This is an optimization exercise on Yosys and OpenROAD, whose aim is small area, a short achievable clock period and few clock cycles, not a production implementation.
RTL that was checked went through simulation tests only; none was proved equivalent to the original.
The clock port is modelled as an ideal driver; clocking choices that lean on that would not hold on a real chip.

build 36:
Design RISC_V, start of the top module:
module RISC_V(clk, rst, mem_addr, mem_wdata, mem_we, mem_rdata);
    input clk, rst;
    input  [15:0] mem_rdata;
    output [15:0] mem_addr;
    output [15:0] mem_wdata;
    output        mem_we;
    reg  [15:1] fa;         
    reg  [15:0] ir;         
    reg  [7:0]  sa, sb;     
    reg         iv;         
    reg         mem;        
    reg  [15:0] ea;         
    reg  [2:0]  mrd;        
    reg         mst;        
    reg  [15:0] rf [0:7];
    integer k;
    wire [15:0] w      = mem_rdata;
    wire        w_jump = (w[14:12] == 3'b100);
    wire        w_pt   = (w[14:12] == 3'b011) & w[15];   
    wire [15:5] hp1    = fa[15:5] + 11'd1;
    wire [15:5] hm1    = fa[15:5] - 11'd1;
    wire [4:0]  lp1    = {1'b0, fa[4:1]} + 5'd1;
    wire [15:1] fp1    = {lp1[4] ? hp1 : fa[15:5], lp1[3:0]};
    wire [15:1] tj     = fa + {{4{w[15]}}, w[11:1]};
    wire [4:0]  blo    = {1'b0, fa[4:1]} + {2'b01, w[9], w[2:1]};
    wire [15:1] tb     = {blo[4] ? fa[15:5] : hm1, blo[3:0]};
    wire [15:1] fnext  = w_jump ? tj : w_pt ? tb : fp1;
    wire [2:0] op  = ir[14:12];
    wire [2:0] f3  = ir[2:0];
    wire       exv = iv & ~mem;
    wire is_r  = (op == 3'b000);
    wire is_l  = (op == 3'b001);
    wire is_s  = (op == 3'b010);
    wire is_b  = (op == 3'b011);
    wire is_i  = (op == 3'b101);
    reg [15:0] a, b;
    always @(*) begin
        a = 16'd0;
        b = 16'd0;
        for (k = 0; k < 8; k = k + 1) begin
            a = a | ({16{sa[k]}} & rf[k]);
            b = b | ({16{sb[k]}} & rf[k]);
        end
    end
  ...
Size: about 1500 cells after synthesis, about 200 flip-flops, roughly 12000 µm² of cells after synthesis.
clock: 8.0 ns
lec_check: 0
abc_area: 1
cap_margin: 20
core_margin: 2
core_utilization: 40
setup_slack_margin: 3.5
slew_margin: 20
run.sh (not shown) runs the stock make flow with config.mk's settings and CLKGATE_MAP_FILE= SYNTH_SCRIPT=/design/flow/synth_recipe.tcl, a recipe that flattens the netlist after the stock synthesis.
Edits applied to the flow inputs when going from build 36 to build 96:
--- a/flow/config.mk
+++ b/flow/config.mk
@@ -10,4 +10,4 @@
 export CORE_MARGIN = 2
 export CORE_UTILIZATION = 40
-export SETUP_SLACK_MARGIN = 3.5
+export SETUP_SLACK_MARGIN = 4.5
 export SLEW_MARGIN = 20
Results
- Post-route fraction of the period consumed by the critical path in build 96 is 8.6 points below build 36.
- [compare] base=build 36 new=build 96: wire length of the first global-routing pass went up by 6.7%; wire length the detailed router placed on met1 climbed 6.7%.
- From build 36 to build 96 the numbers moved as follows: worst max-slew margin expressed relative to the limit rose by 0.88 points, slack of the critical path up 690 ps, area of all placed cells without fillers went up by 17%.
The following lists how build 88 was set up differently from build 96:
--- a/flow/config.mk
+++ b/flow/config.mk
@@ -10,4 +10,4 @@
 export CORE_MARGIN = 2
 export CORE_UTILIZATION = 40
-export SETUP_SLACK_MARGIN = 4.5
+export SETUP_SLACK_MARGIN = 4
 export SLEW_MARGIN = 20
==> run notes <==
Build 88 vs build 96: detailed-route via count down by a little under 10%
Taking build 96 as the reference, in build 88 share of the core filled with cells shrank by 6.4 points; synthesis-to-layout area growth shrank by 16 points.
Between build 96 and build 88, the flow reports footprint of the multi-input gates decreasing by a little under 10%.
In the reports for build 96 and build 88, the smaller transition time at the pin with the least slew margin belongs to build 96.
The count of distinct cell types in the synthesized netlist was comparable across build 96 and build 88.
Run comparison: build 96 startpoint of the worst setup timing path sa[1]; build 88 startpoint of the worst setup timing path sb[0]
Relative to build 96, combined global-route utilization of all metal layers decreased by 1.4 points in build 88.
Setup WNS build 96 -> build 88: worse
In terms of clock latency at the later pin of the worst-skew pair, build 96 and build 88 differ only marginally.
Summary of build 88 over build 96: sequential cell area share rose by 4.3 points.
No functional check of the RTL was part of any run of this note.

========
Setup of v57:
Another version of the RTL of RISC_V (not shown whole).
For scale: roughly 1600 cells after synthesis, about 51 I/O pins, about 12000 sq um of cells after synthesis.
clock: 8.0 ns
lec_check: 0
abc_area: 1
cap_margin: 20
core_margin: 2
core_utilization: 40
setup_slack_margin: 4.5
slew_margin: 20
standard.sh (not shown) runs the stock make flow with config.mk's settings and CLKGATE_MAP_FILE= SYNTH_SCRIPT=/design/flow/synth_recipe.tcl, a recipe that flattens the netlist after the stock synthesis.
==> flow/flow/run.sh <==
#!/bin/bash
# The standard layout (standard.sh) with three changes:
# - synthesis leaves adders to ABC instead of mapping them onto the
#   library's full/half-adder cells (ADDER_MAP_FILE empty); the registers
#   are the standard synthesis's;
# - plain buffers on the ports (buffer_ports otherwise picks delay cells);
# - after the post-CTS timing repair, OpenROAD's power recovery (downsizing), after which the global-route repair restores the setup margin.
# Full tool output goes to standard.log.
set -e
export FLOW_FLOW_DIR=$PWD/flow
export ADDER_MAP_FILE=
export BUFFER_PORTS_ARGS="-buffer_cell sky130_fd_sc_hd__buf_1"
export POST_CTS_TCL=$FLOW_FLOW_DIR/post_cts.tcl
bash standard.sh > standard.log 2>&1
==> flow/flow/post_cts.tcl <==
# After CTS and its timing repair: downsize cells for area (OpenROAD's
# power recovery), then legalize the placement again. The global-route
# timing repair that follows restores the setup margin.
puts "post-CTS area recovery"
report_design_area
report_worst_slack -max
repair_timing -recover_power 100 -match_cell_footprint -verbose
report_design_area
report_worst_slack -max
detailed_placement
check_placement -verbose
v57 completed end to end with timing, DRC and antenna clean.
Testbench counts of v57, summed over its fixed seeds: cycles 40,390.
The following lists how v37 was set up differently from v57:
- a change of CORE_UTILIZATION from 40 to 60
- a change of SETUP_SLACK_MARGIN from 4.5 to 4
- a deleted ABC_AREA that had been 1
==> flow/run.sh (new file) <==
#!/bin/bash
# synth_recipe.tcl (not shown) runs the flow's synth.tcl, then flattens the netlist and writes it again
# the make line also repeats each setting of config.mk as NAME=value (left out here)
make -C /OpenROAD-flow-scripts/flow DESIGN_CONFIG=/design/flow/config.mk WORK_HOME=/design/flow/orfs CLKGATE_MAP_FILE= SYNTH_SCRIPT=/design/flow/synth_recipe.tcl finish
removed: flow/flow/run.sh
removed: flow/flow/post_cts.tcl
removed: flow/standard.sh
==> run notes <==
- On v37: first-pass iteration count of the detailed router is 1 higher than what v57 gave.
- v37 vs v57 — number of clock buffer instances in the layout rose 1.
- Going from v57 to v37, final period demand of the worst path climbed 850 ps; final area dropped about 2.7%.
- The mean number of vias per cell in v37 was higher than what v57 gave.
Modified inputs, v8 compared to v37
- setting ABC_AREA to 1 for the first time
- setting CTS_BUF_LIST to sky130_fd_sc_hd__clkbuf_8 sky130_fd_sc_hd__clkbuf_16 for the first time
- changing CORE_UTILIZATION from 60 to 40
## What came out
- v8 completed every stage of the flow, and the final layout passed the timing, design-rule and antenna checks.
- Register-to-register slack sits higher in v8 than in v37.
- v8 ended up with a higher worst setup margin than v37 did.
- There was hardly any difference in hold slack between v8 and v37.
Input-level comparison between v50 and v8:
- CTS_CLUSTER_SIZE: unset -> 10
- CTS_BUF_LIST: sky130_fd_sc_hd__clkbuf_8 sky130_fd_sc_hd__clkbuf_16 -> sky130_fd_sc_hd__clkbuf_8
- CTS_CLUSTER_DIAMETER: unset -> 60
### Flow results
- v50: full flow OK, the timing, design-rule and antenna checks passed
- Compared with v8, v50 shows final design area excluding fillers lower by 180 sq um.
- Summary of v50 over v8: vertical extent of the die ~0 delta; area added between synthesis and finish -1.5 points; complex-gate fraction of the synthesized area ~0 delta; number of buffers other than clock buffers in the final layout +12%.
- v8 vs v50, critical path endpoint: mem_wdata[14] vs mem_wdata[12]
Setup changes, v50 to v16
- CTS_CLUSTER_SIZE removed (was 10)
- CTS_CLUSTER_DIAMETER removed (was 60)
- CTS_BUF_LIST removed (was sky130_fd_sc_hd__clkbuf_8)
- ABC_AREA removed (was 1)
==> flow/flow/run.sh (new file) <==
#!/bin/bash
# Standard layout, unchanged.
bash standard.sh > standard.log 2>&1
==> flow/standard.sh (new file) <==
#!/bin/bash
# synth_recipe.tcl (not shown) runs the flow's synth.tcl, then flattens the netlist and writes it again
# the make line also repeats each setting of config.mk as NAME=value (left out here)
make -C /OpenROAD-flow-scripts/flow DESIGN_CONFIG=/design/flow/config.mk WORK_HOME=/design/flow/orfs CLKGATE_MAP_FILE= SYNTH_SCRIPT=/design/flow/synth_recipe.tcl "${@:-finish}"
removed: flow/run.sh
[summary]
- For v16 and v50, there was not a single run that failed to finish clean.
- Area taken by flip-flops and latches (higher): v16
- Compared with v50, in v16 cell depth of the worst setup path has increased, required arrival time at the worst endpoint has increased.
- Final instance area in v16 is about 1.7% lower than in v50
- Higher setup slack goes to v50 over v16.
- Comparing v16 and v50, worst hold slack is lower on v16.
- For met1 layer wirelength in the final routing, dividing the value from v50 by the value from v16 gives 1.07.
- Looking at area growth from synthesis to layout, v16 sits above v50.
> inputs changed (v16 -> v34)
- ABC_AREA newly set to 1
- SETUP_SLACK_MARGIN changed from 4 to 4.2
==> flow/flow/run.sh <==
#!/bin/bash
# The standard layout (standard.sh, unchanged synthesis) with plain
# buffers on the ports (buffer_ports otherwise picks delay cells) and area
# recovery passes between the timing repairs. Full tool output goes to
# standard.log.
set -e
export FLOW_FLOW_DIR=$PWD/flow
export BUFFER_PORTS_ARGS="-buffer_cell sky130_fd_sc_hd__buf_1"
export POST_CTS_TCL=$FLOW_FLOW_DIR/post_cts.tcl
export POST_FLOORPLAN_TCL=$FLOW_FLOW_DIR/post_fp.tcl
bash standard.sh > standard.log 2>&1
==> flow/flow/post_cts.tcl (new file) <==
# After CTS and its timing repair: downsize cells for area (OpenROAD's
# power recovery), then legalize the placement again. The global-route
# timing repair that follows restores the setup margin.
puts "post-CTS area recovery"
report_design_area
report_worst_slack -max
repair_timing -recover_power 100 -match_cell_footprint -verbose
report_design_area
report_worst_slack -max
detailed_placement
check_placement -verbose
==> flow/flow/post_fp.tcl (new file) <==
# After the floorplan-stage timing repair: downsize cells for area again
# (OpenROAD's power recovery); placement and the later repairs follow.
puts "post-floorplan area recovery"
report_design_area
repair_timing -recover_power 100 -match_cell_footprint -verbose
report_design_area
## What came out
v34 falls short of v16 in total die area.
In the reports for v16 and v34, the larger data required time at the worst endpoint belongs to v34.

static timing again, ports no longer ideal:
The results above use ideal ports. As a check the final layouts listed here were re-extracted and re-timed, cells and wires unchanged. Step 1 assumes that a clkbuf_16 drives the clock port and a buf_2 every other input. Step 2, shift: input delay + t, output delay - t, t = (earliest + latest rising clock arrival at the registers) / 2. This alone moves slack from input paths to output paths. Slacks: ideal / step 1 / step 2; pairs: ideal / step 1.
run | t (ns) | slack for setup (ns) | pins driven straight from the clock port
build 36 | 0.492 | 3.637 / 3.588 / 3.305 | 1
build 96 | 0.505 | 4.326 / 4.326 / 4.013 | 1
build 88 | 0.489 | 4.055 / 4.005 / 3.743 | 1
v57 | 0.495 | 4.464 / 4.441 / 3.945 | 1
v37 | 0.489 | 3.614 / 3.614 / 3.468 | 1
v8 | 0.487 | 4.083 / 4.032 / 3.686 | 1
v50 | 0.528 | 4.077 / 4.030 / 3.630 | 1
v16 | 0.491 | 3.704 / 3.704 / 3.428 | 1
v34 | 0.502 | 4.267 / 4.290 / 3.788 | 1
After both steps setup and hold are still met in every run listed. For v57, which loses most, drivers alone change the setup slack by -0.023 ns; drivers and shift together by -0.519 ns.
